Source: an optimization exercise on an open RTL-to-GDS flow (aim: small area and a short achievable clock period). Production flows keep margins and buffers that such runs may drop.
Only simulation tests tie the RTL to the original design; equivalence was not proved.
No activity file was given, so power comes from the tool's default toggle rates.

// tlb
module tlb(
    input wire clk,
    input wire [18:0] s0_vppn,
    input wire        s0_va_bit12,
    input wire [ 9:0] s0_asid,
    output wire        s0_found,
    output wire [ 3:0] s0_index,
    output wire [19:0] s0_ppn,
    output wire [ 5:0] s0_ps,
    output wire [ 1:0] s0_plv,
    output wire [ 1:0] s0_mat,
    output wire        s0_d   ,
    output wire        s0_v   ,
    input wire [18:0] s1_vppn,
    input wire        s1_va_bit12,
    input wire [ 9:0] s1_asid,
    output wire        s1_found,
    output wire [ 3:0] s1_index,
    output wire [19:0] s1_ppn,
    output wire [ 5:0] s1_ps,
    output wire [ 1:0] s1_plv,
    output wire [ 1:0] s1_mat,
    output wire        s1_d   ,
    output wire        s1_v   ,
    input wire         invtlb_valid,
    input wire  [ 4:0] invtlb_op,
    input wire        we,
    input wire        w_e,
    input wire [18:0] w_vppn,
    input wire [ 9:0] w_asid,
    input wire        w_g,
    input wire [ 5:0] w_ps,
    input wire [ 3:0] w_index,
    input wire [19:0] w_ppn0,
    input wire [ 1:0] w_plv0,
    input wire [ 1:0] w_mat0,
    input wire        w_d0   ,
    input wire        w_v0   ,
    input wire [19:0] w_ppn1,
    input wire [ 1:0] w_plv1,
    input wire [ 1:0] w_mat1,
    input wire        w_d1   ,
    input wire        w_v1   ,
    input wire [ 3:0] r_index,
    output wire        r_e,
    output wire [18:0] r_vppn,
    output wire [ 9:0] r_asid,
    output wire        r_g,
    output wire [ 5:0] r_ps,
    output wire [19:0] r_ppn0,
    output wire [ 1:0] r_plv0,
    output wire [ 1:0] r_mat0,
    output wire        r_d0   ,
    output wire        r_v0   ,
    output wire [19:0] r_ppn1,
    output wire [ 1:0] r_plv1,
    output wire [ 1:0] r_mat1,
    output wire        r_d1   ,
    output wire        r_v1
    );
For scale: ~5300 cells after synthesis, roughly 1300 flip-flops, roughly 69000 um^2 of cells after synthesis.
clock: 10.0 ns
lec_check: 0
cap_margin: 20
core_margin: 2
core_utilization: 45
cts_buf_list: sky130_fd_sc_hd__clkbuf_8
cts_cluster_diameter: 50
cts_cluster_size: 12
setup_slack_margin: 3.5
slew_margin: 20
synth_hierarchical: 1
standard.sh (not shown) runs the stock make flow with config.mk's settings and CLKGATE_MAP_FILE= SYNTH_SCRIPT=/design/flow/synth_recipe.tcl, a recipe that flattens the netlist after the stock synthesis.
==> flow/flow/run.sh <==
#!/bin/bash
# Standard ORFS layout, except that the port buffers are buf_2 cells instead of
# the default pick (a clock delay cell), which adds about 0.5 ns to every port path.
set -euo pipefail
export BUFFER_PORTS_ARGS="-buffer_cell sky130_fd_sc_hd__buf_2"
bash standard.sh > standard.log 2>&1
The starting point went through all stages and came out clean.
Change:
==> flow/flow/run.sh (replaced) <==
#!/bin/bash
# Standard ORFS layout, except that the port buffers are buf_4 cells instead of
# the default pick (a clock delay cell), which adds about 0.5 ns to every port path.
set -euo pipefail
export BUFFER_PORTS_ARGS="-buffer_cell sky130_fd_sc_hd__buf_4"
bash standard.sh > standard.log 2>&1
Settings changed: CORE_UTILIZATION 45 to 35.
Non-clock buffer count came out lower by 26.
Final area came out higher by 0.53%.
Final cell count came out higher by 6.4%.

========
Another version of the RTL of tlb (not shown whole).
For scale: roughly 5400 cells after synthesis, about 1300 flip-flops, roughly 330 I/O pins.
export LEC_CHECK = 0
export CAP_MARGIN = 20
export CORE_MARGIN = 2
export CORE_UTILIZATION = 35
export CTS_BUF_LIST = sky130_fd_sc_hd__clkbuf_8
export CTS_CLUSTER_DIAMETER = 50
export CTS_CLUSTER_SIZE = 12
export SETUP_SLACK_MARGIN = 3.5
export SLEW_MARGIN = 20
export SYNTH_HIERARCHICAL = 1
create_clock -name core_clock -period 10.0 [get_ports {clk}]
==> flow/flow/run.sh <==
#!/bin/bash
# Standard ORFS layout, except that the port buffers are buf_2 cells instead of
# the default pick (a clock delay cell), which adds about 0.5 ns to every port path.
set -euo pipefail
export BUFFER_PORTS_ARGS="-buffer_cell sky130_fd_sc_hd__buf_2"
bash standard.sh > standard.log 2>&1
The starting point ran to the end with no violations.
==> next run, changes <==
- CORE_UTILIZATION: 35 -> 45
- The changed run finished clean
- global-route usage increases by 7.9 points
- fmax decreases by 1.4%
- wire length decreases by about 4%
- non-clock buffer count decreases by 11
- power decreases by 1.5%
- setup slack gets worse by 92 ps
- critical path depth increases by 4

========
## xenon
tlb with an RTL version that a note above also has.
Size in the first run: about 5300 cells after synthesis, about 1300 flip-flops, about 330 I/O pins, about 69000 um2 of cells after synthesis.
==> flow/config.mk <==
export PLATFORM = sky130hd
export DESIGN_NAME = tlb
export DESIGN_NICKNAME = tlb
export VERILOG_FILES = /design/flow/design.v
export SDC_FILE = /design/flow/constraint.sdc
export NUM_CORES = 4
export LEC_CHECK = 0
export CAP_MARGIN = 20
export CORE_MARGIN = 2
export CORE_UTILIZATION = 35
export CTS_BUF_LIST = sky130_fd_sc_hd__clkbuf_8
export CTS_CLUSTER_DIAMETER = 50
export CTS_CLUSTER_SIZE = 12
export SETUP_SLACK_MARGIN = 3.5
export SLEW_MARGIN = 20
export SYNTH_HIERARCHICAL = 1
==> flow/constraint.sdc <==
create_clock -name core_clock -period 10.0 [get_ports {clk}]
set_input_delay 2.0000 -clock core_clock [delete_from_list [all_inputs] [get_ports {clk}]]
set_output_delay 2.0000 -clock core_clock [all_outputs]
set_load 0.01 [all_outputs]
Scripts as last shown in full above: flow/flow/run.sh
#### Input delta (ember over xenon)
- SLEW_MARGIN changed from 20 to 10
- CAP_MARGIN changed from 20 to 10
--- outcome ---
Compared with xenon, in ember switching power total shows an increase of about 1.3%; non-clock buffer count +26. Between ember and xenon, the difference in routed length per placed instance is negligible. ember -> xenon: global routing usage summed across all routing layers flat. For ember, the destination of the critical timing path was r_mat1[1], unlike xenon, where it was s0_ppn[3]. Against xenon, worst setup margin in ember came out worse.

## separate check: timing with driven ports
In the flow no input, the clock included, has a driving cell. The finished layouts below were timed again as built, in two steps.
Step 1 sets driving cells, clkbuf_16 on the clock port and buf_2 on the other inputs (assumed; they add their load-dependent delay and slew).
Step 2 moves the port delays by t, midway between the first and last clock arrival at a register: inputs arrive t later, outputs are due t later. That takes back most of the time a late clock gives input paths.
Three values: ideal ports, drivers, drivers and shift; two values: the first two.
run	shift t [ns]	setup WS [ns]	slew at the worst register clock pin (ns)	worst data-port slew with drivers (ns)
the first run of note 1	1.004	3.384 / 3.328 / 3.328	0.09 / 0.09	0.19
the second run of note 1	1.016	3.414 / 3.331 / 3.331	0.10 / 0.10	0.22
the first run of note 2	1.038	3.359 / 3.309 / 3.309	0.09 / 0.09	0.22
the second run of note 2	0.974	3.267 / 3.230 / 3.230	0.09 / 0.09	0.16
xenon	1.079	3.384 / 3.305 / 3.305	0.10 / 0.10	0.19
ember	1.034	3.352 / 3.291 / 3.291	0.09 / 0.09	0.19
After both steps every run listed still meets setup and hold. For the second run of note 1, which loses most, drivers alone change the setup slack by -0.083 ns; drivers and shift together by -0.083 ns.
